Context: an optimization exercise on an open-source flow, tuned for small area and a short achievable clock period. The choices shown serve that exercise and are no tape-out recipe.

Design IEEE754_Mult, start of the top module:
module IEEE754_Mult
(
	input clock,
	input resetn,
	input [31:0] a,
	input [31:0] b,
	output [31:0] y
);
Settings: LEC_CHECK=0, CAP_MARGIN=20, CORE_MARGIN=2, CORE_UTILIZATION=40, CTS_BUF_LIST=sky130_fd_sc_hd__clkbuf_4 sky130_fd_sc_hd__clkbuf_8, SETUP_SLACK_MARGIN=5, SLEW_MARGIN=20, SYNTH_HIERARCHICAL=1; clock period 11.0 ns.
standard.sh (not shown) runs the stock make flow with config.mk's settings and CLKGATE_MAP_FILE= SYNTH_SCRIPT=/design/flow/synth_recipe.tcl, a recipe that flattens the netlist after the stock synthesis.
==> flow/flow/run.sh <==
#!/bin/bash
set -euo pipefail
bash standard.sh SETUP_SLACK_MARGIN=7 TNS_END_PERCENT=1 "BUFFER_PORTS_ARGS=-buffer_cell sky130_fd_sc_hd__buf_2"  finish > standard.log 2>&1
Next try:
--- a/flow/design.v
+++ b/flow/design.v
@@ -941,62 +941,66 @@
 	fa us896 (.a(s722), .b(c805), .c(s806), .s(s896), .co(c897));
 	wire s898, c899;
 	fa us898 (.a(s726), .b(c807), .c(s808), .s(s898), .co(c899));
 	wire s900, c901;
 	fa us900 (.a(c727), .b(s810), .c(c809), .s(s900), .co(c901));
 	wire s902, c903;
 	fa us902 (.a(pp310), .b(s812), .c(c811), .s(s902), .co(c903));
 	wire s904, c905;
 	fa us904 (.a(s814), .b(pp311), .c(c813), .s(s904), .co(c905));
 	wire s906 = ~c815;
-	wire [23:0] lo_s = {1'b0, c855, c853, c851, c849, c847, c845, c843, c841, c839, c837, c835, c833, c831, c829, c827, c825, c823, c821, c819, c817, s816, pp2, bo[0]} + {1'b0, s856, s854, s852, s850, s848, s846, s844, s842, s840, s838, s836, s834, s832, s830, s828, s826, s824, s822, s820, s818, pp27, 1'b0, pp1};
+	wire [12:0] l0_s = {1'b0, c833, c831, c829, c827, c825, c823, c821, c819, c817, s816, pp2, bo[0]} + {1'b0, s834, s832, s830, s828, s826, s824, s822, s820, s818, pp27, 1'b0, pp1};
+	wire [11:0] l1_s = {1'b0, c855, c853, c851, c849, c847, c845, c843, c841, c839, c837, c835} + {1'b0, s856, s854, s852, s850, s848, s846, s844, s842, s840, s838, s836};
+	wire l1_ones = &({c855, c853, c851, c849, c847, c845, c843, c841, c839, c837, c835} ^ {s856, s854, s852, s850, s848, s846, s844, s842, s840, s838, s836});
 	wire [5:0] b0_s = {1'b0, c865, c863, c861, c859, c857} + {1'b0, s866, s864, s862, s860, s858};
 	wire [5:0] b1_s = {1'b0, c875, c873, c871, c869, c867} + {1'b0, s876, s874, s872, s870, s868};
 	wire [5:0] b2_s = {1'b0, c885, c883, c881, c879, c877} + {1'b0, s886, s884, s882, s880, s878};
 	wire [5:0] b3_s = {1'b0, c895, c893, c891, c889, c887} + {1'b0, s896, s894, s892, s890, s888};
 	wire [5:0] b4_s = {1'b0, c905, c903, c901, c899, c897} + {1'b0, s906, s904, s902, s900, s898};
 	reg        z2, s2;
 	reg [7:0]  e2;
-	reg c23;
+	reg lg0, lg1, lp1;
 	reg [4:0] bs0;
 	reg bg0;
 	reg bp0;
 	reg [4:0] bs1;
 	reg bg1;
 	reg bp1;
 	reg [4:0] bs2;
 	reg bg2;
 	reg bp2;
 	reg [4:0] bs3;
 	reg bg3;
 	reg bp3;
 	reg [4:0] bs4;
 	always @(posedge clock) begin
 		z2 <= !resetn || z1;
 		s2 <= s1;
 		e2 <= e1;
-		c23 <= lo_s[23];
+		lg0 <= l0_s[12];
+		lg1 <= l1_s[11];
+		lp1 <= l1_ones;
 		bs0 <= b0_s[4:0];
 		bg0 <= b0_s[5];
 		bp0 <= &({c865, c863, c861, c859, c857} ^ {s866, s864, s862, s860, s858});
 		bs1 <= b1_s[4:0];
 		bg1 <= b1_s[5];
 		bp1 <= &({c875, c873, c871, c869, c867} ^ {s876, s874, s872, s870, s868});
 		bs2 <= b2_s[4:0];
 		bg2 <= b2_s[5];
 		bp2 <= &({c885, c883, c881, c879, c877} ^ {s886, s884, s882, s880, s878});
 		bs3 <= b3_s[4:0];
 		bg3 <= b3_s[5];
 		bp3 <= &({c895, c893, c891, c889, c887} ^ {s896, s894, s892, s890, s888});
 		bs4 <= b4_s[4:0];
 	end
-	wire cb0 = c23;
+	wire cb0 = lg1 | (lp1 & lg0);
 	wire [4:0] bi0 = bs0 + 5'd1;
 	wire r0_0 = cb0 ? bi0[0] : bs0[0];
 	wire r0_1 = cb0 ? bi0[1] : bs0[1];
 	wire r0_2 = cb0 ? bi0[2] : bs0[2];
 	wire r0_3 = cb0 ? bi0[3] : bs0[3];
 	wire r0_4 = cb0 ? bi0[4] : bs0[4];
 	wire cb1 = bg0 | (cb0 & bp0);
 	wire [4:0] bi1 = bs1 + 5'd1;
 	wire r1_0 = cb1 ? bi1[0] : bs1[0];
 	wire r1_1 = cb1 ? bi1[1] : bs1[1];
Outcome:
- via count drops slightly
- global-route usage goes down by 0.17 points
- first-iteration DRC count falls by roughly a tenth
- die area went up slightly
- count of clock-buffer cells in the layout rose by 9
- final area is lower slightly
- area after synthesis goes up slightly
- hold slack is worse by 10 ps
- utilization goes down by 0.65 points
- setup slack gains 350 ps
- clock skew increases by 9.5 ps
- cell count falls slightly
Function was not checked in any run of this note: the RTL went through the layout flow alone.

==> separate check: timing with driven ports <==
How much do the figures lean on ideal ports? The routed layouts below were timed once more, with nothing changed but the port constraints. Step 1, drivers: a clkbuf_16 drives clock and a buf_2 each remaining input, both assumed. Step 2 times the ports against the registers' clock, not the clock port: input delays grow and output delays shrink by t, the midpoint of the rising clock arrivals with the driver on. a / b / c = ideal ports / drivers / drivers and shift; a / b = the first two.
run | t, ns | setup slack, ns | pins driven straight from the clock port
the first run | 0.452 | 5.914 / 5.914 / 5.914 | 1
the second run | 0.500 | 6.261 / 6.219 / 6.324 | 1
After both steps every run listed still meets setup and hold.
